What follows belongs to an exercise in optimizing a design on an open flow for small area, a short achievable clock period and few clock cycles per item; a production flow would make more cautious choices.
Only simulation tests tie the RTL to the original design; equivalence was not proved.

===== config.mk =====
export PLATFORM = sky130hd
export DESIGN_NAME = exprgrad_matmul
export DESIGN_NICKNAME = exprgrad_matmul
export VERILOG_FILES = /design/flow/design.v
export SDC_FILE = /design/flow/constraint.sdc
export NUM_CORES = 4
export LEC_CHECK = 0
export CAP_MARGIN = 20
export CORE_MARGIN = 2
export CORE_UTILIZATION = 55
export CTS_BUF_LIST = sky130_fd_sc_hd__clkbuf_4 sky130_fd_sc_hd__clkbuf_8
export PLACE_DENSITY = 0.7
export SETUP_SLACK_MARGIN = 5.0
export SLEW_MARGIN = 20

===== constraint.sdc =====
create_clock -name core_clock -period 11.0 [get_ports {clock}]
set_input_delay 2.2000 -clock core_clock [delete_from_list [all_inputs] [get_ports {clock}]]
set_output_delay 2.2000 -clock core_clock [all_outputs]
set_load 0.01 [all_outputs]

===== design.v =====
module exprgrad_matmul(
  input  wire        clock,
  input  wire        reset,
  input  wire        start,
  input  wire        wr_en,
  input  wire        wr_sel,
  input  wire [3:0]  wr_addr,
  input  wire [15:0] wr_data,
  input  wire [3:0]  rd_addr,
  output wire [15:0] rd_data,
  output wire        done
);
  reg [15:0] ma  [0:15];    
  reg [15:0] mb  [0:15];    
  reg [15:0] mc  [0:15];    
  reg [15:0] acc [0:15];    
  reg        busy;          
  reg        done_r;
  reg        slow;          
  reg [3:0]  rp;            
  reg [15:0] mask;          
  reg        poison;        
  reg [3:0]  empty;         
  reg        v0;
  reg [1:0]  j0;
  reg [7:0]  b_one, b_two, b_neg;    
  reg [15:0] a0 [0:3];      
  reg        fin0;
  reg        copy;          
  wire ready = ~busy;
  wire we    = wr_en & ready;
  wire we_a  = we & ~wr_sel;
  wire we_b  = we & wr_sel;
  wire go    = start & ready;
  wire fast  = ~poison & (&mask);
  wire [3:0] sel = slow ? rp : wr_addr;    
  integer i, n;
  wire [15:0] din = slow ? mb[rp] : wr_data;
  reg  [7:0]  e_one, e_two, e_neg;
  always @* begin
    for (i = 0; i < 8; i = i + 1) begin : enc
      reg bm1, bb0, bb1;
      bm1 = (i == 0) ? 1'b0 : din[2*i-1];
      bb0 = din[2*i];
      bb1 = din[2*i+1];
      e_one[i] = bb0 ^ bm1;
      e_two[i] = (bb1 & ~bb0 & ~bm1) | (~bb1 & bb0 & bm1);
      e_neg[i] = bb1 & ~(bb0 & bm1);
    end
  end
  wire [15:0] mac_y [0:3];
  genvar g;
  generate
    for (g = 0; g < 4; g = g + 1) begin : unit
      fxmac m(.a(a0[g]), .c(empty[j0] ? 16'd0 : acc[g*4+j0]),
              .one(b_one), .two(b_two), .neg(b_neg), .y(mac_y[g]));
    end
  endgenerate
  reg [15:0] acc_d [0:15];
  always @* begin
    for (n = 0; n < 16; n = n + 1)
      acc_d[n] = acc[n];
    if (v0)
      for (i = 0; i < 4; i = i + 1)
        acc_d[i*4+j0] = mac_y[i];
  end
  always @(posedge clock) begin
    if (reset) begin
      busy <= 1'b0;
      done_r <= 1'b0;
      slow <= 1'b0;
      mask <= 16'd0;
      poison <= 1'b0;
      empty <= 4'hf;
      v0 <= 1'b0;
      fin0 <= 1'b0;
      copy <= 1'b0;
    end else begin
      v0 <= we_b | slow;
      fin0 <= slow & (rp == 4'd15);
      copy <= fin0;
      if (v0) empty[j0] <= 1'b0;
      if (we_a && (mask[{wr_addr[1:0], 2'b00} +: 4] != 4'd0)) poison <= 1'b1;
      if (we_b) begin
        if (mask[wr_addr]) poison <= 1'b1;
        mask[wr_addr] <= 1'b1;
      end
      if (slow && rp == 4'd15) slow <= 1'b0;
      if (go) begin
        busy <= 1'b1;
        done_r <= 1'b0;
        if (fast) begin
          copy <= 1'b1;
        end else begin
          slow <= 1'b1;
          empty <= 4'hf;
        end
      end
      if (copy) begin
        busy <= 1'b0;
        done_r <= 1'b1;
        mask <= 16'd0;
        poison <= 1'b0;
        empty <= 4'hf;
      end
    end
  end
  always @(posedge clock) begin
    if (go) rp <= 4'd0;
    else if (slow) rp <= rp + 4'd1;
  end
  always @(posedge clock) begin
    j0 <= sel[1:0];
    b_one <= e_one;
    b_two <= e_two;
    b_neg <= e_neg;
    for (i = 0; i < 4; i = i + 1)
      a0[i] <= ma[i*4+sel[3:2]];
  end
  always @(posedge clock) begin
    if (we_a) ma[wr_addr] <= wr_data;
    if (we_b) mb[wr_addr] <= wr_data;
    for (n = 0; n < 16; n = n + 1) begin
      acc[n] <= acc_d[n];
      if (copy) mc[n] <= acc[n];
    end
  end
  assign rd_data = mc[rd_addr];
  assign done = done_r;
endmodule
module fxmac(
  input  wire [15:0] a,
  input  wire [15:0] c,
  input  wire [7:0]  one,
  input  wire [7:0]  two,
  input  wire [7:0]  neg,
  output wire [15:0] y
);
  wire pp0_0;
  wire pp0_1;
  wire pp0_2;
  wire pp0_3;
  wire pp0_4;
  wire pp0_5;
  wire pp0_6;
  wire pp0_7;
  wire pp0_8;
  wire pp0_9;
  wire pp0_10;
  wire pp0_11;
  wire pp0_12;
  wire pp0_13;
  wire pp0_14;
  wire pp0_15;
  wire pp0_16;
  wire pp1_0;
  wire pp1_1;
  wire pp1_2;
  wire pp1_3;
  wire pp1_4;
  wire pp1_5;
  wire pp1_6;
  wire pp1_7;
  wire pp1_8;
  wire pp1_9;
  wire pp1_10;
  wire pp1_11;
  wire pp1_12;
  wire pp1_13;
  wire pp1_14;
  wire pp1_15;
  wire pp1_16;
  wire pp2_0;
  wire pp2_1;
  wire pp2_2;
  wire pp2_3;
  wire pp2_4;
  wire pp2_5;
  wire pp2_6;
  wire pp2_7;
  wire pp2_8;
  wire pp2_9;
  wire pp2_10;
  wire pp2_11;
  wire pp2_12;
  wire pp2_13;
  wire pp2_14;
  wire pp2_15;
  wire pp2_16;
  wire pp3_0;
  wire pp3_1;
  wire pp3_2;
  wire pp3_3;
  wire pp3_4;
  wire pp3_5;
  wire pp3_6;
  wire pp3_7;
  wire pp3_8;
  wire pp3_9;
  wire pp3_10;
  wire pp3_11;
  wire pp3_12;
  wire pp3_13;
  wire pp3_14;
  wire pp3_15;
  wire pp3_16;
  wire pp4_0;
  wire pp4_1;
  wire pp4_2;
  wire pp4_3;
  wire pp4_4;
  wire pp4_5;
  wire pp4_6;
  wire pp4_7;
  wire pp4_8;
  wire pp4_9;
  wire pp4_10;
  wire pp4_11;
  wire pp4_12;
  wire pp4_13;
  wire pp4_14;
  wire pp4_15;
  wire pp5_0;
  wire pp5_1;
  wire pp5_2;
  wire pp5_3;
  wire pp5_4;
  wire pp5_5;
  wire pp5_6;
  wire pp5_7;
  wire pp5_8;
  wire pp5_9;
  wire pp5_10;
  wire pp5_11;
  wire pp5_12;
  wire pp5_13;
  wire pp6_0;
  wire pp6_1;
  wire pp6_2;
  wire pp6_3;
  wire pp6_4;
  wire pp6_5;
  wire pp6_6;
  wire pp6_7;
  wire pp6_8;
  wire pp6_9;
  wire pp6_10;
  wire pp6_11;
  wire pp7_0;
  wire pp7_1;
  wire pp7_2;
  wire pp7_3;
  wire pp7_4;
  wire pp7_5;
  wire pp7_6;
  wire pp7_7;
  wire pp7_8;
  wire pp7_9;
  wire s1;
  wire k2;
  wire s3;
  wire k4;
  wire s5;
  wire k6;
  wire s7;
  wire k8;
  wire s9;
  wire k10;
  wire s11;
  wire k12;
  wire s13;
  wire k14;
  wire s15;
  wire k16;
  wire s17;
  wire k18;
  wire s19;
  wire k20;
  wire s21;
  wire k22;
  wire s23;
  wire k24;
  wire s25;
  wire k26;
  wire s27;
  wire k28;
  wire s29;
  wire k30;
  wire s31;
  wire k32;
  wire s33;
  wire k34;
  wire s35;
  wire k36;
  wire s37;
  wire k38;
  wire s39;
  wire k40;
  wire s41;
  wire k42;
  wire s43;
  wire k44;
  wire s45;
  wire k46;
  wire s47;
  wire k48;
  wire s49;
  wire k50;
  wire s51;
  wire k52;
  wire s53;
  wire k54;
  wire s55;
  wire k56;
  wire s57;
  wire k58;
  wire s59;
  wire k60;
  wire s61;
  wire k62;
  wire s63;
  wire k64;
  wire s65;
  wire k66;
  wire s67;
  wire k68;
  wire s69;
  wire k70;
  wire s71;
  wire k72;
  wire s73;
  wire k74;
  wire s75;
  wire k76;
  wire s77;
  wire k78;
  wire s79;
  wire k80;
  wire s81;
  wire k82;
  wire s83;
  wire k84;
  wire s85;
  wire k86;
  wire s87;
  wire k88;
  wire s89;
  wire k90;
  wire s91;
  wire k92;
  wire s93;
  wire k94;
  wire s95;
  wire k96;
  wire s97;
  wire k98;
  wire s99;
  wire k100;
  wire s101;
  wire k102;
  wire s103;
  wire k104;
  wire s105;
  wire k106;
  wire s107;
  wire k108;
  wire s109;
  wire k110;
  wire s111;
  wire k112;
  wire s113;
  wire k114;
  wire s115;
  wire k116;
  wire s117;
  wire k118;
  wire s119;
  wire k120;
  wire s121;
  wire k122;
  wire s123;
  wire k124;
  wire s125;
  wire k126;
  wire s127;
  wire k128;
  wire s129;
  wire k130;
  wire s131;
  wire k132;
  wire s133;
  wire k134;
  wire s135;
  wire k136;
  wire s137;
  wire k138;
  wire s139;
  wire k140;
  wire s141;
  wire k142;
  wire s143;
  wire k144;
  wire s145;
  wire k146;
  wire s147;
  wire k148;
  wire s149;
  wire k150;
  wire s151;
  wire k152;
  wire s153;
  wire k154;
  wire s155;
  wire k156;
  wire s157;
  wire k158;
  wire s159;
  wire k160;
  wire s161;
  wire k162;
  wire s163;
  wire k164;
  wire s165;
  wire k166;
  wire s167;
  wire k168;
  wire s169;
  wire k170;
  wire s171;
  wire k172;
  wire s173;
  wire k174;
  wire s175;
  wire k176;
  wire s177;
  wire k178;
  wire s179;
  wire k180;
  wire s181;
  wire k182;
  wire s183;
  wire k184;
  wire s185;
  wire k186;
  wire s187;
  wire k188;
  wire s189;
  wire k190;
  wire s191;
  wire k192;
  wire s193;
  wire k194;
  wire s195;
  wire k196;
  wire s197;
  wire k198;
  wire s199;
  wire k200;
  wire s201;
  wire k202;
  wire s203;
  wire k204;
  wire s205;
  wire k206;
  wire s207;
  wire k208;
  wire s209;
  wire k210;
  wire s211;
  wire k212;
  wire s213;
  wire k214;
  wire s215;
  wire k216;
  wire s217;
  wire k218;
  wire s219;
  wire k220;
  wire s221;
  wire k222;
  wire s223;
  wire k224;
  wire s225;
  wire k226;
  wire s227;
  wire k228;
  wire s229;
  wire k230;
  wire s231;
  wire k232;
  assign pp0_0 = ((one[0] & a[0]) ^ neg[0]);
  assign pp0_1 = (((one[0] & a[1]) | (two[0] & a[0])) ^ neg[0]);
  assign pp0_2 = (((one[0] & a[2]) | (two[0] & a[1])) ^ neg[0]);
  assign pp0_3 = (((one[0] & a[3]) | (two[0] & a[2])) ^ neg[0]);
  assign pp0_4 = (((one[0] & a[4]) | (two[0] & a[3])) ^ neg[0]);
  assign pp0_5 = (((one[0] & a[5]) | (two[0] & a[4])) ^ neg[0]);
  assign pp0_6 = (((one[0] & a[6]) | (two[0] & a[5])) ^ neg[0]);
  assign pp0_7 = (((one[0] & a[7]) | (two[0] & a[6])) ^ neg[0]);
  assign pp0_8 = (((one[0] & a[8]) | (two[0] & a[7])) ^ neg[0]);
  assign pp0_9 = (((one[0] & a[9]) | (two[0] & a[8])) ^ neg[0]);
  assign pp0_10 = (((one[0] & a[10]) | (two[0] & a[9])) ^ neg[0]);
  assign pp0_11 = (((one[0] & a[11]) | (two[0] & a[10])) ^ neg[0]);
  assign pp0_12 = (((one[0] & a[12]) | (two[0] & a[11])) ^ neg[0]);
  assign pp0_13 = (((one[0] & a[13]) | (two[0] & a[12])) ^ neg[0]);
  assign pp0_14 = (((one[0] & a[14]) | (two[0] & a[13])) ^ neg[0]);
  assign pp0_15 = (((one[0] & a[15]) | (two[0] & a[14])) ^ neg[0]);
  assign pp0_16 = ~(((one[0] | two[0]) & a[15]) ^ neg[0]);
  assign pp1_0 = ((one[1] & a[0]) ^ neg[1]);
  assign pp1_1 = (((one[1] & a[1]) | (two[1] & a[0])) ^ neg[1]);
  assign pp1_2 = (((one[1] & a[2]) | (two[1] & a[1])) ^ neg[1]);
  assign pp1_3 = (((one[1] & a[3]) | (two[1] & a[2])) ^ neg[1]);
  assign pp1_4 = (((one[1] & a[4]) | (two[1] & a[3])) ^ neg[1]);
  assign pp1_5 = (((one[1] & a[5]) | (two[1] & a[4])) ^ neg[1]);
  assign pp1_6 = (((one[1] & a[6]) | (two[1] & a[5])) ^ neg[1]);
  assign pp1_7 = (((one[1] & a[7]) | (two[1] & a[6])) ^ neg[1]);
  assign pp1_8 = (((one[1] & a[8]) | (two[1] & a[7])) ^ neg[1]);
  assign pp1_9 = (((one[1] & a[9]) | (two[1] & a[8])) ^ neg[1]);
  assign pp1_10 = (((one[1] & a[10]) | (two[1] & a[9])) ^ neg[1]);
  assign pp1_11 = (((one[1] & a[11]) | (two[1] & a[10])) ^ neg[1]);
  assign pp1_12 = (((one[1] & a[12]) | (two[1] & a[11])) ^ neg[1]);
  assign pp1_13 = (((one[1] & a[13]) | (two[1] & a[12])) ^ neg[1]);
  assign pp1_14 = (((one[1] & a[14]) | (two[1] & a[13])) ^ neg[1]);
  assign pp1_15 = (((one[1] & a[15]) | (two[1] & a[14])) ^ neg[1]);
  assign pp1_16 = ~(((one[1] | two[1]) & a[15]) ^ neg[1]);
  assign pp2_0 = ((one[2] & a[0]) ^ neg[2]);
  assign pp2_1 = (((one[2] & a[1]) | (two[2] & a[0])) ^ neg[2]);
  assign pp2_2 = (((one[2] & a[2]) | (two[2] & a[1])) ^ neg[2]);
  assign pp2_3 = (((one[2] & a[3]) | (two[2] & a[2])) ^ neg[2]);
  assign pp2_4 = (((one[2] & a[4]) | (two[2] & a[3])) ^ neg[2]);
  assign pp2_5 = (((one[2] & a[5]) | (two[2] & a[4])) ^ neg[2]);
  assign pp2_6 = (((one[2] & a[6]) | (two[2] & a[5])) ^ neg[2]);
  assign pp2_7 = (((one[2] & a[7]) | (two[2] & a[6])) ^ neg[2]);
  assign pp2_8 = (((one[2] & a[8]) | (two[2] & a[7])) ^ neg[2]);
  assign pp2_9 = (((one[2] & a[9]) | (two[2] & a[8])) ^ neg[2]);
  assign pp2_10 = (((one[2] & a[10]) | (two[2] & a[9])) ^ neg[2]);
  assign pp2_11 = (((one[2] & a[11]) | (two[2] & a[10])) ^ neg[2]);
  assign pp2_12 = (((one[2] & a[12]) | (two[2] & a[11])) ^ neg[2]);
  assign pp2_13 = (((one[2] & a[13]) | (two[2] & a[12])) ^ neg[2]);
  assign pp2_14 = (((one[2] & a[14]) | (two[2] & a[13])) ^ neg[2]);
  assign pp2_15 = (((one[2] & a[15]) | (two[2] & a[14])) ^ neg[2]);
  assign pp2_16 = ~(((one[2] | two[2]) & a[15]) ^ neg[2]);
  assign pp3_0 = ((one[3] & a[0]) ^ neg[3]);
  assign pp3_1 = (((one[3] & a[1]) | (two[3] & a[0])) ^ neg[3]);
  assign pp3_2 = (((one[3] & a[2]) | (two[3] & a[1])) ^ neg[3]);
  assign pp3_3 = (((one[3] & a[3]) | (two[3] & a[2])) ^ neg[3]);
  assign pp3_4 = (((one[3] & a[4]) | (two[3] & a[3])) ^ neg[3]);
  assign pp3_5 = (((one[3] & a[5]) | (two[3] & a[4])) ^ neg[3]);
  assign pp3_6 = (((one[3] & a[6]) | (two[3] & a[5])) ^ neg[3]);
  assign pp3_7 = (((one[3] & a[7]) | (two[3] & a[6])) ^ neg[3]);
  assign pp3_8 = (((one[3] & a[8]) | (two[3] & a[7])) ^ neg[3]);
  assign pp3_9 = (((one[3] & a[9]) | (two[3] & a[8])) ^ neg[3]);
  assign pp3_10 = (((one[3] & a[10]) | (two[3] & a[9])) ^ neg[3]);
  assign pp3_11 = (((one[3] & a[11]) | (two[3] & a[10])) ^ neg[3]);
  assign pp3_12 = (((one[3] & a[12]) | (two[3] & a[11])) ^ neg[3]);
  assign pp3_13 = (((one[3] & a[13]) | (two[3] & a[12])) ^ neg[3]);
  assign pp3_14 = (((one[3] & a[14]) | (two[3] & a[13])) ^ neg[3]);
  assign pp3_15 = (((one[3] & a[15]) | (two[3] & a[14])) ^ neg[3]);
  assign pp3_16 = ~(((one[3] | two[3]) & a[15]) ^ neg[3]);
  assign pp4_0 = ((one[4] & a[0]) ^ neg[4]);
  assign pp4_1 = (((one[4] & a[1]) | (two[4] & a[0])) ^ neg[4]);
  assign pp4_2 = (((one[4] & a[2]) | (two[4] & a[1])) ^ neg[4]);
  assign pp4_3 = (((one[4] & a[3]) | (two[4] & a[2])) ^ neg[4]);
  assign pp4_4 = (((one[4] & a[4]) | (two[4] & a[3])) ^ neg[4]);
  assign pp4_5 = (((one[4] & a[5]) | (two[4] & a[4])) ^ neg[4]);
  assign pp4_6 = (((one[4] & a[6]) | (two[4] & a[5])) ^ neg[4]);
  assign pp4_7 = (((one[4] & a[7]) | (two[4] & a[6])) ^ neg[4]);
  assign pp4_8 = (((one[4] & a[8]) | (two[4] & a[7])) ^ neg[4]);
  assign pp4_9 = (((one[4] & a[9]) | (two[4] & a[8])) ^ neg[4]);
  assign pp4_10 = (((one[4] & a[10]) | (two[4] & a[9])) ^ neg[4]);
  assign pp4_11 = (((one[4] & a[11]) | (two[4] & a[10])) ^ neg[4]);
  assign pp4_12 = (((one[4] & a[12]) | (two[4] & a[11])) ^ neg[4]);
  assign pp4_13 = (((one[4] & a[13]) | (two[4] & a[12])) ^ neg[4]);
  assign pp4_14 = (((one[4] & a[14]) | (two[4] & a[13])) ^ neg[4]);
  assign pp4_15 = (((one[4] & a[15]) | (two[4] & a[14])) ^ neg[4]);
  assign pp5_0 = ((one[5] & a[0]) ^ neg[5]);
  assign pp5_1 = (((one[5] & a[1]) | (two[5] & a[0])) ^ neg[5]);
  assign pp5_2 = (((one[5] & a[2]) | (two[5] & a[1])) ^ neg[5]);
  assign pp5_3 = (((one[5] & a[3]) | (two[5] & a[2])) ^ neg[5]);
  assign pp5_4 = (((one[5] & a[4]) | (two[5] & a[3])) ^ neg[5]);
  assign pp5_5 = (((one[5] & a[5]) | (two[5] & a[4])) ^ neg[5]);
  assign pp5_6 = (((one[5] & a[6]) | (two[5] & a[5])) ^ neg[5]);
  assign pp5_7 = (((one[5] & a[7]) | (two[5] & a[6])) ^ neg[5]);
  assign pp5_8 = (((one[5] & a[8]) | (two[5] & a[7])) ^ neg[5]);
  assign pp5_9 = (((one[5] & a[9]) | (two[5] & a[8])) ^ neg[5]);
  assign pp5_10 = (((one[5] & a[10]) | (two[5] & a[9])) ^ neg[5]);
  assign pp5_11 = (((one[5] & a[11]) | (two[5] & a[10])) ^ neg[5]);
  assign pp5_12 = (((one[5] & a[12]) | (two[5] & a[11])) ^ neg[5]);
  assign pp5_13 = (((one[5] & a[13]) | (two[5] & a[12])) ^ neg[5]);
  assign pp6_0 = ((one[6] & a[0]) ^ neg[6]);
  assign pp6_1 = (((one[6] & a[1]) | (two[6] & a[0])) ^ neg[6]);
  assign pp6_2 = (((one[6] & a[2]) | (two[6] & a[1])) ^ neg[6]);
  assign pp6_3 = (((one[6] & a[3]) | (two[6] & a[2])) ^ neg[6]);
  assign pp6_4 = (((one[6] & a[4]) | (two[6] & a[3])) ^ neg[6]);
  assign pp6_5 = (((one[6] & a[5]) | (two[6] & a[4])) ^ neg[6]);
  assign pp6_6 = (((one[6] & a[6]) | (two[6] & a[5])) ^ neg[6]);
  assign pp6_7 = (((one[6] & a[7]) | (two[6] & a[6])) ^ neg[6]);
  assign pp6_8 = (((one[6] & a[8]) | (two[6] & a[7])) ^ neg[6]);
  assign pp6_9 = (((one[6] & a[9]) | (two[6] & a[8])) ^ neg[6]);
  assign pp6_10 = (((one[6] & a[10]) | (two[6] & a[9])) ^ neg[6]);
  assign pp6_11 = (((one[6] & a[11]) | (two[6] & a[10])) ^ neg[6]);
  assign pp7_0 = ((one[7] & a[0]) ^ neg[7]);
  assign pp7_1 = (((one[7] & a[1]) | (two[7] & a[0])) ^ neg[7]);
  assign pp7_2 = (((one[7] & a[2]) | (two[7] & a[1])) ^ neg[7]);
  assign pp7_3 = (((one[7] & a[3]) | (two[7] & a[2])) ^ neg[7]);
  assign pp7_4 = (((one[7] & a[4]) | (two[7] & a[3])) ^ neg[7]);
  assign pp7_5 = (((one[7] & a[5]) | (two[7] & a[4])) ^ neg[7]);
  assign pp7_6 = (((one[7] & a[6]) | (two[7] & a[5])) ^ neg[7]);
  assign pp7_7 = (((one[7] & a[7]) | (two[7] & a[6])) ^ neg[7]);
  assign pp7_8 = (((one[7] & a[8]) | (two[7] & a[7])) ^ neg[7]);
  assign pp7_9 = (((one[7] & a[9]) | (two[7] & a[8])) ^ neg[7]);
  assign s1 = neg[7] ^ pp0_14;
  assign k2 = neg[7] & pp0_14;
  assign s3 = pp0_15 ^ pp1_13;
  assign k4 = pp0_15 & pp1_13;
  assign s5 = 1'b1 ^ pp0_16 ^ pp1_14;
  assign k6 = (1'b1 & pp0_16) | (1'b1 & pp1_14) | (pp0_16 & pp1_14);
  assign s7 = 1'b1 ^ pp1_15;
  assign k8 = 1'b1 & pp1_15;
  assign s9 = neg[4] ^ pp0_8;
  assign k10 = neg[4] & pp0_8;
  assign s11 = pp0_9 ^ pp1_7;
  assign k12 = pp0_9 & pp1_7;
  assign s13 = neg[5] ^ pp0_10 ^ pp1_8;
  assign k14 = (neg[5] & pp0_10) | (neg[5] & pp1_8) | (pp0_10 & pp1_8);
  assign s15 = pp2_6 ^ pp3_4;
  assign k16 = pp2_6 & pp3_4;
  assign s17 = pp0_11 ^ pp1_9 ^ pp2_7;
  assign k18 = (pp0_11 & pp1_9) | (pp0_11 & pp2_7) | (pp1_9 & pp2_7);
  assign s19 = pp3_5 ^ pp4_3;
  assign k20 = pp3_5 & pp4_3;
  assign s21 = neg[6] ^ pp0_12 ^ pp1_10;
  assign k22 = (neg[6] & pp0_12) | (neg[6] & pp1_10) | (pp0_12 & pp1_10);
  assign s23 = pp2_8 ^ pp3_6 ^ pp4_4;
  assign k24 = (pp2_8 & pp3_6) | (pp2_8 & pp4_4) | (pp3_6 & pp4_4);
  assign s25 = pp5_2 ^ pp6_0;
  assign k26 = pp5_2 & pp6_0;
  assign s27 = pp0_13 ^ pp1_11 ^ pp2_9;
  assign k28 = (pp0_13 & pp1_11) | (pp0_13 & pp2_9) | (pp1_11 & pp2_9);
  assign s29 = pp3_7 ^ pp4_5 ^ pp5_3;
  assign k30 = (pp3_7 & pp4_5) | (pp3_7 & pp5_3) | (pp4_5 & pp5_3);
  assign s31 = pp6_1 ^ c[5];
  assign k32 = pp6_1 & c[5];
  assign s33 = pp1_12 ^ pp2_10 ^ pp3_8;
  assign k34 = (pp1_12 & pp2_10) | (pp1_12 & pp3_8) | (pp2_10 & pp3_8);
  assign s35 = pp4_6 ^ pp5_4 ^ pp6_2;
  assign k36 = (pp4_6 & pp5_4) | (pp4_6 & pp6_2) | (pp5_4 & pp6_2);
  assign s37 = pp7_0 ^ s1 ^ c[6];
  assign k38 = (pp7_0 & s1) | (pp7_0 & c[6]) | (s1 & c[6]);
  assign s39 = pp2_11 ^ pp3_9 ^ pp4_7;
  assign k40 = (pp2_11 & pp3_9) | (pp2_11 & pp4_7) | (pp3_9 & pp4_7);
  assign s41 = pp5_5 ^ pp6_3 ^ pp7_1;
  assign k42 = (pp5_5 & pp6_3) | (pp5_5 & pp7_1) | (pp6_3 & pp7_1);
  assign s43 = k2 ^ s3 ^ c[7];
  assign k44 = (k2 & s3) | (k2 & c[7]) | (s3 & c[7]);
  assign s45 = pp2_12 ^ pp3_10 ^ pp4_8;
  assign k46 = (pp2_12 & pp3_10) | (pp2_12 & pp4_8) | (pp3_10 & pp4_8);
  assign s47 = pp5_6 ^ pp6_4 ^ pp7_2;
  assign k48 = (pp5_6 & pp6_4) | (pp5_6 & pp7_2) | (pp6_4 & pp7_2);
  assign s49 = k4 ^ c[8] ^ s5;
  assign k50 = (k4 & c[8]) | (k4 & s5) | (c[8] & s5);
  assign s51 = pp2_13 ^ pp3_11 ^ pp4_9;
  assign k52 = (pp2_13 & pp3_11) | (pp2_13 & pp4_9) | (pp3_11 & pp4_9);
  assign s53 = pp5_7 ^ pp6_5 ^ pp7_3;
  assign k54 = (pp5_7 & pp6_5) | (pp5_7 & pp7_3) | (pp6_5 & pp7_3);
  assign s55 = s7 ^ c[9] ^ k6;
  assign k56 = (s7 & c[9]) | (s7 & k6) | (c[9] & k6);
  assign s57 = pp1_16 ^ pp2_14 ^ pp3_12;
  assign k58 = (pp1_16 & pp2_14) | (pp1_16 & pp3_12) | (pp2_14 & pp3_12);
  assign s59 = pp4_10 ^ pp5_8 ^ pp6_6;
  assign k60 = (pp4_10 & pp5_8) | (pp4_10 & pp6_6) | (pp5_8 & pp6_6);
  assign s61 = pp7_4 ^ k8 ^ c[10];
  assign k62 = (pp7_4 & k8) | (pp7_4 & c[10]) | (k8 & c[10]);
  assign s63 = 1'b1 ^ pp2_15 ^ pp3_13;
  assign k64 = (1'b1 & pp2_15) | (1'b1 & pp3_13) | (pp2_15 & pp3_13);
  assign s65 = pp4_11 ^ pp5_9 ^ pp6_7;
  assign k66 = (pp4_11 & pp5_9) | (pp4_11 & pp6_7) | (pp5_9 & pp6_7);
  assign s67 = pp7_5 ^ c[11];
  assign k68 = pp7_5 & c[11];
  assign s69 = pp2_16 ^ pp3_14 ^ pp4_12;
  assign k70 = (pp2_16 & pp3_14) | (pp2_16 & pp4_12) | (pp3_14 & pp4_12);
  assign s71 = pp5_10 ^ pp6_8 ^ pp7_6;
  assign k72 = (pp5_10 & pp6_8) | (pp5_10 & pp7_6) | (pp6_8 & pp7_6);
  assign s73 = 1'b1 ^ pp3_15 ^ pp4_13;
  assign k74 = (1'b1 & pp3_15) | (1'b1 & pp4_13) | (pp3_15 & pp4_13);
  assign s75 = pp5_11 ^ pp6_9;
  assign k76 = pp5_11 & pp6_9;
  assign s77 = pp3_16 ^ pp4_14 ^ pp5_12;
  assign k78 = (pp3_16 & pp4_14) | (pp3_16 & pp5_12) | (pp4_14 & pp5_12);
  assign s79 = 1'b1 ^ pp4_15;
  assign k80 = 1'b1 & pp4_15;
  assign s81 = neg[3] ^ pp0_6;
  assign k82 = neg[3] & pp0_6;
  assign s83 = pp0_7 ^ pp1_5;
  assign k84 = pp0_7 & pp1_5;
  assign s85 = pp1_6 ^ pp2_4 ^ pp3_2;
  assign k86 = (pp1_6 & pp2_4) | (pp1_6 & pp3_2) | (pp2_4 & pp3_2);
  assign s87 = pp4_0 ^ s9;
  assign k88 = pp4_0 & s9;
  assign s89 = pp2_5 ^ pp3_3 ^ pp4_1;
  assign k90 = (pp2_5 & pp3_3) | (pp2_5 & pp4_1) | (pp3_3 & pp4_1);
  assign s91 = k10 ^ s11 ^ c[1];
  assign k92 = (k10 & s11) | (k10 & c[1]) | (s11 & c[1]);
  assign s93 = pp4_2 ^ pp5_0 ^ k12;
  assign k94 = (pp4_2 & pp5_0) | (pp4_2 & k12) | (pp5_0 & k12);
  assign s95 = s15 ^ c[2] ^ s13;
  assign k96 = (s15 & c[2]) | (s15 & s13) | (c[2] & s13);
  assign s97 = pp5_1 ^ k16 ^ s19;
  assign k98 = (pp5_1 & k16) | (pp5_1 & s19) | (k16 & s19);
  assign s99 = c[3] ^ k14 ^ s17;
  assign k100 = (c[3] & k14) | (c[3] & s17) | (k14 & s17);
  assign s101 = k20 ^ s25 ^ c[4];
  assign k102 = (k20 & s25) | (k20 & c[4]) | (s25 & c[4]);
  assign s103 = k18 ^ s21 ^ s23;
  assign k104 = (k18 & s21) | (k18 & s23) | (s21 & s23);
  assign s105 = k26 ^ k22 ^ k24;
  assign k106 = (k26 & k22) | (k26 & k24) | (k22 & k24);
  assign s107 = s27 ^ s29 ^ s31;
  assign k108 = (s27 & s29) | (s27 & s31) | (s29 & s31);
  assign s109 = k28 ^ k30 ^ s33;
  assign k110 = (k28 & k30) | (k28 & s33) | (k30 & s33);
  assign s111 = s35 ^ k32 ^ s37;
  assign k112 = (s35 & k32) | (s35 & s37) | (k32 & s37);
  assign s113 = k34 ^ k36 ^ s39;
  assign k114 = (k34 & k36) | (k34 & s39) | (k36 & s39);
  assign s115 = s41 ^ k38 ^ s43;
  assign k116 = (s41 & k38) | (s41 & s43) | (k38 & s43);
  assign s117 = k40 ^ k42 ^ s45;
  assign k118 = (k40 & k42) | (k40 & s45) | (k42 & s45);
  assign s119 = s47 ^ k44 ^ s49;
  assign k120 = (s47 & k44) | (s47 & s49) | (k44 & s49);
  assign s121 = k46 ^ k48 ^ s51;
  assign k122 = (k46 & k48) | (k46 & s51) | (k48 & s51);
  assign s123 = s53 ^ k50 ^ s55;
  assign k124 = (s53 & k50) | (s53 & s55) | (k50 & s55);
  assign s125 = k52 ^ k54 ^ s57;
  assign k126 = (k52 & k54) | (k52 & s57) | (k54 & s57);
  assign s127 = s59 ^ k56 ^ s61;
  assign k128 = (s59 & k56) | (s59 & s61) | (k56 & s61);
  assign s129 = k58 ^ k60 ^ s63;
  assign k130 = (k58 & k60) | (k58 & s63) | (k60 & s63);
  assign s131 = s65 ^ s67 ^ k62;
  assign k132 = (s65 & s67) | (s65 & k62) | (s67 & k62);
  assign s133 = c[12] ^ k64 ^ k66;
  assign k134 = (c[12] & k64) | (c[12] & k66) | (k64 & k66);
  assign s135 = s69 ^ s71 ^ k68;
  assign k136 = (s69 & s71) | (s69 & k68) | (s71 & k68);
  assign s137 = pp7_7 ^ s75 ^ c[13];
  assign k138 = (pp7_7 & s75) | (pp7_7 & c[13]) | (s75 & c[13]);
  assign s139 = k70 ^ k72 ^ s73;
  assign k140 = (k70 & k72) | (k70 & s73) | (k72 & s73);
  assign s141 = pp6_10 ^ pp7_8 ^ k76;
  assign k142 = (pp6_10 & pp7_8) | (pp6_10 & k76) | (pp7_8 & k76);
  assign s143 = c[14] ^ k74 ^ s77;
  assign k144 = (c[14] & k74) | (c[14] & s77) | (k74 & s77);
  assign s145 = pp5_13 ^ pp6_11 ^ pp7_9;
  assign k146 = (pp5_13 & pp6_11) | (pp5_13 & pp7_9) | (pp6_11 & pp7_9);
  assign s147 = s79 ^ c[15] ^ k78;
  assign k148 = (s79 & c[15]) | (s79 & k78) | (c[15] & k78);
  assign s149 = neg[2] ^ pp0_4;
  assign k150 = neg[2] & pp0_4;
  assign s151 = pp0_5 ^ pp1_3;
  assign k152 = pp0_5 & pp1_3;
  assign s153 = pp1_4 ^ pp2_2 ^ pp3_0;
  assign k154 = (pp1_4 & pp2_2) | (pp1_4 & pp3_0) | (pp2_2 & pp3_0);
  assign s155 = pp2_3 ^ pp3_1 ^ k82;
  assign k156 = (pp2_3 & pp3_1) | (pp2_3 & k82) | (pp3_1 & k82);
  assign s157 = k84 ^ c[0] ^ s85;
  assign k158 = (k84 & c[0]) | (k84 & s85) | (c[0] & s85);
  assign s159 = k86 ^ k88 ^ s89;
  assign k160 = (k86 & k88) | (k86 & s89) | (k88 & s89);
  assign s161 = k90 ^ s93 ^ k92;
  assign k162 = (k90 & s93) | (k90 & k92) | (s93 & k92);
  assign s163 = k94 ^ s97 ^ k96;
  assign k164 = (k94 & s97) | (k94 & k96) | (s97 & k96);
  assign s165 = k98 ^ k100 ^ s101;
  assign k166 = (k98 & k100) | (k98 & s101) | (k100 & s101);
  assign s167 = k102 ^ k104 ^ s105;
  assign k168 = (k102 & k104) | (k102 & s105) | (k104 & s105);
  assign s169 = k106 ^ s109 ^ k108;
  assign k170 = (k106 & s109) | (k106 & k108) | (s109 & k108);
  assign s171 = k110 ^ s113 ^ k112;
  assign k172 = (k110 & s113) | (k110 & k112) | (s113 & k112);
  assign s173 = k114 ^ s117 ^ k116;
  assign k174 = (k114 & s117) | (k114 & k116) | (s117 & k116);
  assign s175 = k118 ^ s121 ^ k120;
  assign k176 = (k118 & s121) | (k118 & k120) | (s121 & k120);
  assign s177 = k122 ^ s125 ^ k124;
  assign k178 = (k122 & s125) | (k122 & k124) | (s125 & k124);
  assign s179 = k126 ^ s129 ^ k128;
  assign k180 = (k126 & s129) | (k126 & k128) | (s129 & k128);
  assign s181 = k130 ^ s133 ^ s135;
  assign k182 = (k130 & s133) | (k130 & s135) | (s133 & s135);
  assign s183 = k134 ^ s137 ^ s139;
  assign k184 = (k134 & s137) | (k134 & s139) | (s137 & s139);
  assign s185 = s141 ^ k138 ^ k140;
  assign k186 = (s141 & k138) | (s141 & k140) | (k138 & k140);
  assign s187 = s145 ^ k142 ^ k144;
  assign k188 = (s145 & k142) | (s145 & k144) | (k142 & k144);
  assign s189 = neg[1] ^ pp0_2;
  assign k190 = neg[1] & pp0_2;
  assign s191 = pp0_3 ^ pp1_1;
  assign k192 = pp0_3 & pp1_1;
  assign s193 = pp1_2 ^ pp2_0 ^ s149;
  assign k194 = (pp1_2 & pp2_0) | (pp1_2 & s149) | (pp2_0 & s149);
  assign s195 = pp2_1 ^ k150 ^ s151;
  assign k196 = (pp2_1 & k150) | (pp2_1 & s151) | (k150 & s151);
  assign s197 = k152 ^ s81 ^ s153;
  assign k198 = (k152 & s81) | (k152 & s153) | (s81 & s153);
  assign s199 = s83 ^ k154 ^ s155;
  assign k200 = (s83 & k154) | (s83 & s155) | (k154 & s155);
  assign s201 = s87 ^ k156 ^ s157;
  assign k202 = (s87 & k156) | (s87 & s157) | (k156 & s157);
  assign s203 = k158 ^ s159 ^ s91;
  assign k204 = (k158 & s159) | (k158 & s91) | (s159 & s91);
  assign s205 = k160 ^ s95 ^ s161;
  assign k206 = (k160 & s95) | (k160 & s161) | (s95 & s161);
  assign s207 = s99 ^ k162 ^ s163;
  assign k208 = (s99 & k162) | (s99 & s163) | (k162 & s163);
  assign s209 = s103 ^ k164 ^ s165;
  assign k210 = (s103 & k164) | (s103 & s165) | (k164 & s165);
  assign s211 = s107 ^ k166 ^ s167;
  assign k212 = (s107 & k166) | (s107 & s167) | (k166 & s167);
  assign s213 = k168 ^ s111 ^ s169;
  assign k214 = (k168 & s111) | (k168 & s169) | (s111 & s169);
  assign s215 = s115 ^ k170 ^ s171;
  assign k216 = (s115 & k170) | (s115 & s171) | (k170 & s171);
  assign s217 = s119 ^ k172 ^ s173;
  assign k218 = (s119 & k172) | (s119 & s173) | (k172 & s173);
  assign s219 = s123 ^ k174 ^ s175;
  assign k220 = (s123 & k174) | (s123 & s175) | (k174 & s175);
  assign s221 = s127 ^ k176 ^ s177;
  assign k222 = (s127 & k176) | (s127 & s177) | (k176 & s177);
  assign s223 = s131 ^ k178 ^ s179;
  assign k224 = (s131 & k178) | (s131 & s179) | (k178 & s179);
  assign s225 = k132 ^ s181 ^ k180;
  assign k226 = (k132 & s181) | (k132 & k180) | (s181 & k180);
  assign s227 = k136 ^ s183 ^ k182;
  assign k228 = (k136 & s183) | (k136 & k182) | (s183 & k182);
  assign s229 = s143 ^ k184 ^ s185;
  assign k230 = (s143 & k184) | (s143 & s185) | (k184 & s185);
  assign s231 = s147 ^ k186 ^ s187;
  assign k232 = (s147 & k186) | (s147 & s187) | (k186 & s187);
  wire [23:0] rx = {s231, s229, s227, s225, s223, s221, s219, s217, s215, s213, s211, s209, s207, s205, s203, s201, s199, s197, s195, s193, s191, pp1_0, pp0_1, neg[0]};
  wire [23:0] ry = {k230, k228, k226, k224, k222, k220, k218, k216, k214, k212, k210, k208, k206, k204, k202, k200, k198, k196, k194, k192, k190, s189, 1'b0, pp0_0};
  wire [23:0] sum = rx + ry;
  assign y = sum[23:8];
endmodule

===== run.sh =====
#!/bin/bash
# synth_recipe.tcl (not shown) runs the flow's synth.tcl, then flattens the netlist and writes it again
# the make line also repeats each setting of config.mk as NAME=value (left out here)
make -C /OpenROAD-flow-scripts/flow DESIGN_CONFIG=/design/flow/config.mk WORK_HOME=/design/flow/orfs CLKGATE_MAP_FILE= SYNTH_SCRIPT=/design/flow/synth_recipe.tcl finish

==> results of run 1 <==
how the worst min path moves through the flow:
stage                              startpoint                 end  slack, ns  depth (start not counted)
final                     acc[3][1]$_DFFE_PP_  mc[3][1]$_DFFE_PP_       0.43                          0
after floorplan               fin0$_SDFF_PP0_     copy$_SDFF_PP0_       0.41                          2
after detailed placement  acc[9][7]$_DFFE_PP_  mc[9][7]$_DFFE_PP_       0.43                          0
after global placement        fin0$_SDFF_PP0_     copy$_SDFF_PP0_       0.42                          2
after global routing      acc[1][1]$_DFFE_PP_  mc[1][1]$_DFFE_PP_       0.44                          0
after CTS                 acc[3][1]$_DFFE_PP_  mc[3][1]$_DFFE_PP_       0.43                          0
what timing repair did:
item                       in CTS  in global routing
pin swaps                      16                 23
setup endpoints to repair     158                107
resized for setup             179                112
setup buffers                  47                 61
gates cloned                    3                  9
cell usage in the layout, fill, tap and decap left out, types with 34 or more instances in the layout:
| master | instances |
|---|---|
| a21oi_1 | 69 |
| a22oi_1 | 521 |
| and2_1 | 42 |
| buf_4 | 144 |
| clkbuf_4 | 57 |
| clkbuf_8 | 184 |
| clkinv_1 | 45 |
| dfxtp_1 | 73 |
| dfxtp_2 | 34 |
| edfxtp_1 | 1024 |
| fa_1 | 359 |
| ha_1 | 175 |
| inv_1 | 461 |
| mux4_2 | 209 |
| nand2_1 | 159 |
| nor2_1 | 92 |
| o21ai_0 | 144 |
| xnor2_1 | 296 |
| xor2_1 | 247 |
registers in the layout, indices dropped and copies added (netlist names), 8 cells and up, named ones only:
register / flops
acc: 256
ma: 256
mask: 16
a0: 64
mb: 256
b_two: 8
b_one: 8
mc: 256
b_neg: 8
area by class of cell:
type	count	area, µm²
antenna	4	10.01
clock buffer	240	2953
clock inverter	89	726.9
fill	8548	44090
inverter	462	1734
multi-input combinational	2668	28430
sequential	1149	33360
tap	1524	1907
timing repair buffer	261	2833
layer usage:
layer,track usage [%],vias up,routed length [µm]
li1,-,17040,-
met1,40.72,20230,69400
met2,45.40,2341,82720
met3,5.319,475,16370
met4,12.90,12,9505
met5,0,-,74
kinds of logic (layout without fill, tap and decap cells):
logic type,after synthesis,count (layout)
buffers and inverters,816,1052
DFF,1149,1149
muxes,259,259
AOI/OAI and AO/OA,864,864
xor gates and xnor gates,563,564
adders and majority gates,537,537
other,0,4
and+or+nand+nor,443,444
per-stage QoR:
step,worst slack [ns]
floorplan,5.088
global placement,3.662
detailed placement,3.651
CTS,4.836
global route,4.888
finish,4.901
worst register-to-register path, stage by stage, from the launching register on:
cell	delay, ns
dfxtp_4	0.44
buf_12	0.15
buf_16	0.17
mux4_2	0.61
and2_1	0.27
fa_1	0.48
fa_1	0.57
inv_1	0.07
fa_1	0.41
inv_1	0.07
ha_1	0.28
a21o_1	0.20
a21o_1	0.16
a221o_1	0.35
a21oi_2	0.25
o31ai_1	0.18
o41ai_2	0.61
xnor2_2	0.22
mux2i_1	0.12
==> summary.txt, run 1 <==
Floorplan
  – Initial Util: 55.35%
  – Core area: 116000 µm²
  – I/O pin total: 46
  – Die height: around 350 µm
  – Rows: roughly 130
  – Die area: 119500 µm²
  – Horiz. Die Dim: approximately 350 µm

GRT
  – Largest net degree at the start of global routing: 86
  – Total track usage: 29.24%
  – First-pass GRT wire length: 260.7 mm
  – Initial antenna violation count: 8
  – Vias in the first global route: 40030
  – Grt total ovfl: 0

Drt
  – Post-route DRC: 0
  – Vias/cell: around 6.3
  – DRC marker count from the first detailed-route iteration: 4955
  – Wire per inst: 27.84 µm
  – Remaining antenna violation count: 0
  – Drt total wl: 178.1 mm
  – Vias: 40090
  – Pre-antenna DRT Iters: 8

Worst setup path
  – Data required time of the worst path: slightly below 9 ns
  – Delay-heaviest family, CP: buffers and inverters
  – Max stage delay on crit path: 0.22 ns
  – Stages on the worst setup path: 11
  – CP Max Fanout: 10
  – Critical-path cell list: buf_12, nand2b_4, buf_4, nor3_4, buf_4, buf_6, buf_6, a22oi_1, nand4_1, o22a_1, buf_2
  – Reg2Reg Depth: 18
  – Crit Reg-Reg Startpoint: j0[0]$_DFF_P_
  – Crit Reg-Reg Endpoint: acc[14][15]$_DFFE_PP_
  – CP startpoint: rd_addr[2]
  – Worst setup endpoint: rd_data[8]
  – Worst setup EP type: output port
  – Worst Setup Path Type: primary input to output port
  – Worst Setup Start Kind: primary input
  – Worst EP arrival: 3.90 ns
  – R2r setup slk: 5.09 ns
  – Max stage delay cell, worst path: o22a_1
  – Worst path bufs/invs: 6

Clock network
  – Clk root buf: clkbuf_8
  – Clk latency of the worst-skew pair: between 0.8 and 0.9 ns
  – Clock Pin Slew Worst Setup and Hold Paths: 0.05 ns
  – Total clock sinks: 1149
  – Hold-fix buffers, CTS: 0
  – H-tree lvl count: 4
  – Inserted Clock Buffers: 180
  – CTS tree: yes
  – CTS Buffer Depth: 3

Synthesis
  – Post-synth cell types: around 80
  – Syn avg cell area: 13.87 µm²
  – Mux contribution to synthesized area: 8.346%
  – Yosys top cell area share: 47.88%
  – EDFF count, synth: 1024
  – Largest family of logic cells by synthesized area: adder cells
  – Synth top area cells: edfxtp_1 (48%), fa_1 (11%), mux4_2 (7.3%)
  – Synth Cell Area: approximately 64000 µm²
  – Seq/Total Area, Yosys: 51.77%
  – Post-Syn Instances: 4631
  – #FFs+latches synth: between 1000 and 1500
  – Dominant cell type by area after synthesis: edfxtp_1
  – Post-Synth Simple-Gate Area: ~3.2%
  – Synth Area in XOR/XNOR: 7.701%
  – FFs w/ async S/R, synth: 0%
  – Most frequent cell after synthesis: edfxtp_1
  – Syn Nets: 5197
  – Synth Area in Compound Gates: about a tenth
  – Top_reg_cell synth: edfxtp_1
  – Post-synth top cells: edfxtp_1 (1024), a22oi_1 (524), inv_1 (461), fa_1 (360), xnor2_1 (309)
  – Warnings, synthesis: 9
  – Adder-Cell Fraction of Synth Area: about 15%

STA
  – Post-route minimum period: 6.099 ns
  – RSZ-0062 raised after global routing: true
  – Clock skew: just under 0.06 ns
  – Actual slew at the worst max-slew pin: 1.157 ns
  – F_max: 0.1640 GHz
  – Hold WS: around 0.43 ns
  – Max Slew Vio Count: 0
  – Setup Viol. Count Final: 0
  – Fin. Hold Viols: 0
  – Final TNS setup: 0 ns
  – Slew headroom: 22.88%
  – Fin crit share: 55.44%

Layout
  – Layout area overhead: 12.04%
  – Final core occ: ~62%
  – Layout cell share with drive strength beyond 1: between 10% and 20%
  – Nets: 5288
  – Design area: 71960 µm²
  – Non-filler cells, final: 6397

Place
  – Cells after DPL: 5943
  – Post-DP HPWL: approximately 110 mm
  – Buffers on Ports: 45
  – Placement Cell Area: 66100 µm²
  – GPL Wtd Cong: 0.8803

Job
  – Max-capacitance violation count: 0

Outcome
  – Status: timing/DRC/antenna clean

Min path
  – HP Class: register to register
Testbench counts, summed over its fixed seeds: cycles 1,740, jobs 48.
==> inputs of run 2 (changes only) <==
--- a/config.mk
+++ b/config.mk
@@ -9,6 +9,8 @@
 export CORE_MARGIN = 2
 export CORE_UTILIZATION = 55
 export CTS_BUF_LIST = sky130_fd_sc_hd__clkbuf_4 sky130_fd_sc_hd__clkbuf_8
+export CTS_CLUSTER_DIAMETER = 50
+export CTS_CLUSTER_SIZE = 16
 export PLACE_DENSITY = 0.7
 export SETUP_SLACK_MARGIN = 5.0
 export SLEW_MARGIN = 20
==> run 2 against run 1 <==
  * Routed wire length decreased by 0.96%
  * Sequential share of layout area increased by 1.2 points
  * Synthesized cell count unchanged
  * Maximum frequency increased by 0.94%
  * Largest cell class unchanged
  * Design area decreased by 2.4%
  * Synthesized area unchanged
  * Die area unchanged
  * First-iteration DRC count increased by 2.5%
  * Global-route usage decreased by 0.11 points
  * Flip-flop and latch count unchanged
  * Clock skew decreased by 0.015 ns
==> summary.txt, run 2 <==
Worst setup path
  – Delay-heaviest family, CP: compound AO/OA/AOI/OAI gates (was buffers and inverters)
  – Worst Setup Path Type: primary input to output port (unchanged)
  – CP Max Fanout: 10 (unchanged)
  – Crit Reg-Reg Endpoint: acc[14][15]$_DFFE_PP_ (unchanged)
  – Reg2Reg Depth: 18 (unchanged)
  – Worst Setup Start Kind: primary input (unchanged)
  – Max stage delay cell, worst path: dlygate4sd2_1 (was o22a_1)
  – Worst EP arrival: 3.84 ns (was 3.90 ns)
  – Data required time of the worst path: 8.80 ns (about the same)
  – Max stage delay on crit path: 0.30 ns (was 0.22 ns)
  – Worst setup endpoint: rd_data[7] (was rd_data[8])
  – Worst path bufs/invs: 3 (was 6)
  – CP startpoint: rd_addr[3] (was rd_addr[2])
  – Worst setup EP type: output port (unchanged)
  – Crit Reg-Reg Startpoint: j0[0]$_DFF_P_ (unchanged)
  – R2r setup slk: 5.12 ns (was 5.09 ns)
  – Stages on the worst setup path: 9 (was 11)
  – Critical-path cell list: buf_8, nand2b_4, nor2_4, buf_4, a22o_1, a221oi_1, nand3_1, o22a_1, dlygate4sd2_1 (was buf_12, nand2b_4, buf_4, nor3_4, buf_4, buf_6, buf_6, a22oi_1, nand4_1, o22a_1, buf_2)

Layout
  – Fill cell count: 8690 (was 8548)
  – Non-filler cells, final: 6234 (was 6397)
  – Commonest non-fill, non-tap cells in the layout: edfxtp_1 (1024), a22oi_1 (520), inv_1 (461), fa_1 (360), xnor2_1 (296) (was edfxtp_1 (1024), a22oi_1 (521), inv_1 (461), fa_1 (359), xnor2_1 (296))
  – Nets: 5204 (was 5288)
  – Layout area overhead: 9.300% (was 12.04%)
  – Layout cell share with drive strength beyond 1: 16.51% (was 18.44%)
  – Most common cell after layout, fill and taps aside: edfxtp_1 (unchanged)

Clock network
  – Hold-fix buffers, CTS: 0 (unchanged)
  – CTS tree: yes (unchanged)
  – Clk root buf: clkbuf_8 (unchanged)
  – Inserted Clock Buffers: 98 (was 180)
  – Clock Pin Slew Worst Setup and Hold Paths: 0.10 ns (was 0.05 ns)
  – H-tree lvl count: 3 (was 4)
  – Total clock sinks: 1149 (unchanged)
  – Clk latency of the worst-skew pair: 0.80 ns (was 0.89 ns)
  – CTS Buffer Depth: 3 (unchanged)

Drt
  – Wire per inst: 28.29 µm (was 27.84 µm)
  – Vias/cell: 6.313 (was 6.267)
  – Vias: 39360 (was 40090)
  – Drt total wl: 176.4 mm (was 178.1 mm)
  – Post-route DRC: 0 (unchanged)
  – Remaining antenna violation count: 0 (unchanged)
  – Pre-antenna DRT Iters: 8 (unchanged)
  – DRC marker count from the first detailed-route iteration: 5081 (was 4955)

Place
  – Buffers on Ports: 45 (unchanged)
  – Pre-CTS setup slack: 3.651 ns (unchanged)
  – Cells after DPL: 5943 (unchanged)
  – GPL Wtd Cong: 0.8803 (unchanged)
  – Post-DP HPWL: 112.0 mm (unchanged)

Synthesis
  – Seq/Total Area, Yosys: 51.77% (unchanged)
  – Post-synth top cells: edfxtp_1 (1024), a22oi_1 (524), inv_1 (461), fa_1 (360), xnor2_1 (309) (unchanged)
  – Synth Cell Area: 64230 µm² (unchanged)
  – FFs w/ async S/R, synth: 0% (unchanged)
  – Post-Syn Instances: 4631 (unchanged)
  – Top_reg_cell synth: edfxtp_1 (unchanged)
  – Dominant cell type by area after synthesis: edfxtp_1 (unchanged)
  – EDFF count, synth: 1024 (unchanged)
  – Syn Nets: 5197 (unchanged)
  – Syn avg cell area: 13.87 µm² (unchanged)
  – Most frequent cell after synthesis: edfxtp_1 (unchanged)
  – #FFs+latches synth: 1149 (unchanged)
  – Warnings, synthesis: 9 (unchanged)
  – Yosys top cell area share: 47.88% (unchanged)
  – Synth top area cells: edfxtp_1 (48%), fa_1 (11%), mux4_2 (7.3%) (unchanged)
  – Post-synth cell types: 78 (unchanged)

Floorplan
  – Core area: 116000 µm² (unchanged)
  – Initial Util: 55.35% (unchanged)
  – Rows: 125 (unchanged)
  – Die area: 119500 µm² (unchanged)
  – Horiz. Die Dim: 345.7 µm (unchanged)
  – I/O pin total: 46 (unchanged)
  – Die height: 345.7 µm (unchanged)

STA
  – Final TNS setup: 0 ns (unchanged)
  – RSZ-0062 raised after global routing: true (unchanged)
  – Final worst slack: 4.958 ns (was 4.901 ns)
  – Max Slew Vio Count: 0 (unchanged)
  – Actual slew at the worst max-slew pin: 1.193 ns (was 1.157 ns)
  – Clock skew: 0.04356 ns (was 0.05869 ns)
  – F_max: 0.1655 GHz (was 0.1640 GHz)
  – Fin. Hold Viols: 0 (unchanged)
  – Post-route minimum period: 6.042 ns (was 6.099 ns)
  – Fin crit share: 54.93% (was 55.44%)
  – Slew headroom: 19.92% (was 22.88%)
  – Setup Viol. Count Final: 0 (unchanged)

Min path
  – HP Class: register to register (unchanged)

GRT
  – First-pass GRT wire length: 259.6 mm (was 260.7 mm)
  – Grt total ovfl: 0 (unchanged)
  – Vias in the first global route: 39280 (was 40030)
  – Initial antenna violation count: 9 (was 8)
  – Largest net degree at the start of global routing: 86 (unchanged)
  – Total track usage: 29.13% (was 29.24%)

Job
  – Max-capacitance violation count: 0 (unchanged)

Outcome
  – Status: timing/DRC/antenna clean (unchanged)
[run 2: cell counts after synthesis]
Identical to the previous run, type by type.
[run 2: cell type report]
type	count	area, µm²	area share (%)
flip-flops and latches	1149	33360	47.53
multi-input cells	2668	28430	40.50
repair buffers	259	2770	3.946
well taps	1524	1907	2.716
inverters	462	1734	2.470
clock buffers	123	1549	2.207
clock inverters	44	430.4	0.6131
diodes	5	12.51	0.01782
[run 2: worst register-to-register path, cell delays in order, from the launching register on]
cell and delay, ns:
dfxtp_4 0.47, buf_16 0.19, buf_4 0.19, mux4_2 0.60
and2_2 0.28, fa_1 0.47, fa_1 0.56, inv_1 0.07
fa_1 0.41, inv_1 0.07, ha_1 0.28, a21o_1 0.20
a21o_1 0.17, a221o_1 0.38, a21oi_4 0.20, o31ai_1 0.17
o41ai_2 0.59, xnor2_2 0.20, mux2i_1 0.11
[run 2: cells by family (layout without fill, tap and decap cells)]
kind of cell | after synthesis | in the layout | share of synthesized area [%]
simple gates | 443 | 444 | 3.247
other cells | 0 | 5 | 0
fa+ha+maj | 537 | 537 | 14.67
buf+inv | 816 | 888 | 4.890
xor+xnor | 563 | 564 | 7.701
flops | 1149 | 1149 | 51.77
compound gates | 864 | 864 | 9.376
mux | 259 | 259 | 8.345
[run 2: metrics by stage]
stage	util [%]	hold WS, ns	cell area, µm²
finish	60.49	0.4304	70200
global route	60.49	0.4217	70190
CTS	59.70	0.4198	69280
detailed placement	56.96	0.4304	66100
global placement	56.94	0.4176	66070
floorplan	-	0.4129	64230
[run 2: routing by layer]
layer	global-route usage (%)	wire length, µm	vias to the layer above
met5	0	71	-
met4	12.34	8960	12
met2	45.78	82240	2167
met3	5.142	16560	435
li1	-	-	16790
met1	40.40	68520	19950
[run 2: worst min path at each step]
stage / startpoint / to / slack [ns] / cells past startpoint
after global placement: fin0$_SDFF_PP0_ / copy$_SDFF_PP0_ / 0.42 / 2
after detailed placement: acc[9][7]$_DFFE_PP_ / mc[9][7]$_DFFE_PP_ / 0.43 / 0
after global routing: acc[13][0]$_DFFE_PP_ / mc[13][0]$_DFFE_PP_ / 0.42 / 0
final: acc[13][0]$_DFFE_PP_ / mc[13][0]$_DFFE_PP_ / 0.43 / 0
after floorplan: fin0$_SDFF_PP0_ / copy$_SDFF_PP0_ / 0.41 / 2
after CTS: acc[13][0]$_DFFE_PP_ / mc[13][0]$_DFFE_PP_ / 0.42 / 0
[run 2: timing repair]
item	in CTS	in global routing
gates cloned	4	8
buffers inserted	58	49
pin swaps	15	24
setup endpoints to repair	161	102
endpoints found under the hold margin	0	0
gates resized for setup	185	102
==> inputs of run 3 (changes only) <==
--- a/config.mk
+++ b/config.mk
@@ -7,10 +7,10 @@
 export LEC_CHECK = 0
 export CAP_MARGIN = 20
 export CORE_MARGIN = 2
-export CORE_UTILIZATION = 55
+export CORE_UTILIZATION = 68
 export CTS_BUF_LIST = sky130_fd_sc_hd__clkbuf_4 sky130_fd_sc_hd__clkbuf_8
 export CTS_CLUSTER_DIAMETER = 50
 export CTS_CLUSTER_SIZE = 16
-export PLACE_DENSITY = 0.7
+export PLACE_DENSITY = 0.8
 export SETUP_SLACK_MARGIN = 5.0
 export SLEW_MARGIN = 20
==> run 3 against run 2 <==
  * Routed wire length is 0.93% lower
  * Worst hold slack better by 0.0060 ns
  * Flip-flop and latch count stayed put
  * Largest cell class unchanged
  * Synthesized cell count stayed put
  * Die area is 19% lower
  * Clock skew is 0.0025 ns higher
  * Setup slack worse by 0.081 ns
  * Critical path depth is 2 lower
  * Global-route usage is 6.2 points higher
  * Critical endpoint is now rd_data[15]
==> summary.txt, run 3 <==
GRT
  – Largest net degree at the start of global routing: 93 (was 86)
  – Initial antenna violation count: 4 (was 9)
  – Vias in the first global route: 39820 (was 39280)
  – Total track usage: 35.36% (was 29.13%)
  – Grt total ovfl: 0 (unchanged)
  – First-pass GRT wire length: 254.1 mm (was 259.6 mm)

Floorplan
  – Rows: 112 (was 125)
  – I/O pin total: 46 (unchanged)
  – Die height: 311.3 µm (was 345.7 µm)
  – Initial Util: 68.72% (was 55.35%)
  – Horiz. Die Dim: 311.3 µm (was 345.7 µm)
  – Core area: 93470 µm² (was 116000 µm²)
  – Die area: 96930 µm² (was 119500 µm²)

Drt
  – Top sig layer: met5 (unchanged)
  – Drt total wl: 174.7 mm (was 176.4 mm)
  – M1 wire length: 61.73 mm (was 68.52 mm)
  – Wire per inst: 29.46 µm (was 28.29 µm)
  – Vias/cell: 6.810 (was 6.313)
  – DRC marker count from the first detailed-route iteration: 6340 (was 5081)
  – Met2 wire len: 82.42 mm (was 82.24 mm)
  – Metal3 WL: 19.40 mm (was 16.56 mm)
  – Pre-antenna DRT Iters: 9 (was 8)
  – Vias: 40390 (was 39360)
  – Remaining antenna violation count: 0 (unchanged)
  – Post-route DRC: 0 (unchanged)

STA
  – Actual slew at the worst max-slew pin: 1.191 ns (was 1.193 ns)
  – RSZ-0062 raised after global routing: true (unchanged)
  – Clock skew: 0.04601 ns (was 0.04356 ns)
  – Final TNS setup: 0 ns (unchanged)
  – Max Slew Vio Count: 0 (unchanged)
  – Fin crit share: 55.66% (was 54.93%)
  – Fin. Hold Viols: 0 (unchanged)
  – Setup Viol. Count Final: 0 (unchanged)
  – Post-route minimum period: 6.123 ns (was 6.042 ns)
  – F_max: 0.1633 GHz (was 0.1655 GHz)
  – Slew headroom: 19.62% (was 19.92%)

Worst setup path
  – Max stage delay cell, worst path: clkdlybuf4s50_1 (was dlygate4sd2_1)
  – Worst EP arrival: 3.92 ns (was 3.84 ns)
  – Data required time of the worst path: 8.80 ns (about the same)
  – CP Max Fanout: 15 (was 10)
  – Crit Reg-Reg Startpoint: j0[0]$_DFF_P_ (unchanged)
  – Worst Setup Start Kind: primary input (unchanged)
  – Critical-path cell list: buf_8, nor4_2, buf_4, a21oi_1, nand4_1, o22a_1, clkdlybuf4s50_1 (was buf_8, nand2b_4, nor2_4, buf_4, a22o_1, a221oi_1, nand3_1, o22a_1, dlygate4sd2_1)
  – Max stage delay on crit path: 0.57 ns (was 0.30 ns)
  – Reg2Reg Depth: 16 (was 18)
  – Crit Reg-Reg Endpoint: acc[10][9]$_DFFE_PP_ (was acc[14][15]$_DFFE_PP_)
  – Worst Setup Path Type: primary input to output port (unchanged)
  – Worst setup EP type: output port (unchanged)
  – R2r setup slk: 5.02 ns (was 5.12 ns)

Synthesis
  – Synth Area in XOR/XNOR: 7.701% (unchanged)
  – Largest family of logic cells by synthesized area: adder cells (unchanged)
  – Top_reg_cell synth: edfxtp_1 (unchanged)
  – Syn Nets: 5197 (unchanged)
  – Mux contribution to synthesized area: 8.346% (unchanged)
  – Yosys top cell area share: 47.88% (unchanged)
  – Adder-Cell Fraction of Synth Area: 14.67% (unchanged)
  – Seq/Total Area, Yosys: 51.77% (unchanged)
  – Synth Cell Area: 64230 µm² (unchanged)
  – Post-synth top cells: edfxtp_1 (1024), a22oi_1 (524), inv_1 (461), fa_1 (360), xnor2_1 (309) (unchanged)
  – Post-Syn Instances: 4631 (unchanged)
  – #FFs+latches synth: 1149 (unchanged)
  – Warnings, synthesis: 9 (unchanged)
  – Syn avg cell area: 13.87 µm² (unchanged)
  – EDFF count, synth: 1024 (unchanged)
  – Synth Area in Compound Gates: 9.376% (unchanged)
  – Post-Synth Simple-Gate Area: 3.247% (unchanged)
  – FFs w/ async S/R, synth: 0% (unchanged)
  – Post-synth cell types: 78 (unchanged)
  – Synth top area cells: edfxtp_1 (48%), fa_1 (11%), mux4_2 (7.3%) (unchanged)
  – Most frequent cell after synthesis: edfxtp_1 (unchanged)
  – Dominant cell type by area after synthesis: edfxtp_1 (unchanged)

Place
  – GPL Wtd Cong: 0.9458 (was 0.8803)
  – Placement Cell Area: 65770 µm² (was 66100 µm²)
  – Buffers on Ports: 45 (unchanged)
  – Post-DP HPWL: 111.5 mm (was 112.0 mm)

Clock network
  – CTS Buffer Depth: 3 (unchanged)
  – Inserted Clock Buffers: 95 (was 98)
  – Hold-fix buffers, CTS: 0 (unchanged)
  – Clk latency of the worst-skew pair: 0.79 ns (was 0.80 ns)
  – Clk root buf: clkbuf_8 (unchanged)
  – H-tree lvl count: 3 (unchanged)
  – Clock Pin Slew Worst Setup and Hold Paths: 0.10 ns (about the same)
  – CTS tree: yes (unchanged)
  – Total clock sinks: 1149 (unchanged)

Min path
  – HP Class: register to register (unchanged)
  – Hold wc startpoint: acc[10][11]$_DFFE_PP_ (was acc[13][0]$_DFFE_PP_)
  – Worst Hold Path Cells: 0 (unchanged)
  – Hold EP: mc[10][11]$_DFFE_PP_ (was mc[13][0]$_DFFE_PP_)

Outcome
  – Status: timing/DRC/antenna clean (unchanged)

Layout
  – Final core occ: 74.37% (was 60.49%)
  – Nets: 5169 (was 5204)
  – Layout cell share with drive strength beyond 1: 15.49% (was 16.51%)
  – Design area: 69510 µm² (was 70200 µm²)
  – Commonest non-fill, non-tap cells in the layout: edfxtp_1 (1024), a22oi_1 (516), inv_1 (461), fa_1 (360), xnor2_1 (296) (was edfxtp_1 (1024), a22oi_1 (520), inv_1 (461), fa_1 (360), xnor2_1 (296))
  – Layout area overhead: 8.227% (was 9.300%)
  – Most common cell after layout, fill and taps aside: edfxtp_1 (unchanged)

Job
  – Max-capacitance violation count: 0 (unchanged)
run 3: cell counts after synthesis:
No cell type changed its count.
run 3: worst max path at each step:
stage,to,slack (ns),cells past startpoint,startpoint
final,rd_data[15],4.88,7,rd_addr[3]
after global routing,rd_data[15],4.85,8,rd_addr[2]
after CTS,rd_data[2],4.78,8,rd_addr[2]
after detailed placement,rd_data[5],3.31,8,rd_addr[2]
after global placement,rd_data[5],3.47,8,rd_addr[2]
after floorplan,rd_data[5],5.09,7,rd_addr[2]
run 3: per-layer routing:
metal  vias up  GRT usage, %
met1     20150         47.87
met4         2         17.55
met2      2970         56.04
met3       560         6.409
met5         -             0
li1      16710             -
run 3: cell families (layout without fill, tap and decap cells):
group	Yosys count	after routing
flip-flops	1149	1149
AO/OA/AOI/OAI	864	864
buffers and inverters	816	857
XOR/XNOR	563	564
adder cells (fa/ha/maj)	537	537
AND/OR/NAND/NOR	443	443
multiplexers	259	259
other	0	3
run 3: timing repair:
item | in CTS | in global routing
gates cloned | 3 | 5
pin swaps | 14 | 15
endpoints found under the hold margin | 0 | 0
resized for setup | 158 | 100
buffers inserted | 39 | 35
endpoints found under the setup margin | 196 | 126
run 3: metrics by stage:
stage / setup WS [ns] / hold slack (ns) / std cells
floorplan: 5.088 / 0.4129 / 4631
global placement: 3.475 / 0.4142 / 5678
detailed placement: 3.307 / 0.4300 / 5678
CTS: 4.777 / 0.4334 / 5887
global route: 4.849 / 0.4439 / 5928
finish: 4.877 / 0.4364 / 5930
run 3: area by class of cell:
type	instances	area, µm²
clock buffers	123	1549
clock inverters	44	469.2
repair buffers	228	2465
inverters	462	1734
fillers	5668	23960
diodes	3	7.507
multi-input cells	2667	28360
flip-flops and latches	1149	33360
well taps	1254	1569
run 3: worst max-delay path: cells and delay by family:
family	cells	cell delay, ns
compound gates	2	0.27
buf+inv	3	1.06
simple gates	2	0.38

[what the ideal ports hide]
No port has a modelled driver above. Below, the same layouts with a new extraction and two added sets of constraints.
Step 1, drivers: a clkbuf_16 drives clock and a buf_2 each remaining input, both assumed.
Step 2 times the ports against the registers' clock, not the clock port: input delays grow and output delays shrink by t, the midpoint of the rising clock arrivals with the driver on.
Three values: ideal, step 1, step 2; two values: the first two.
run | t, ns | slack for setup (ns) | worst setup path after step 2 | worst register clock-pin slew, ns | pins driven straight from the clock port
run 1 | 0.933 | 4.901 / 4.847 / 4.847 | input to output | 0.07 / 0.07 | 1
run 2 | 0.845 | 4.958 / 4.902 / 4.902 | input to output | 0.10 / 0.10 | 1
run 3 | 0.843 | 4.877 / 4.835 / 4.835 | input to output | 0.10 / 0.10 | 1
After both steps every run listed still meets setup and hold. The setup slack of run 2, which loses most, moves by -0.056 ns with the drivers and by -0.056 ns with both steps.
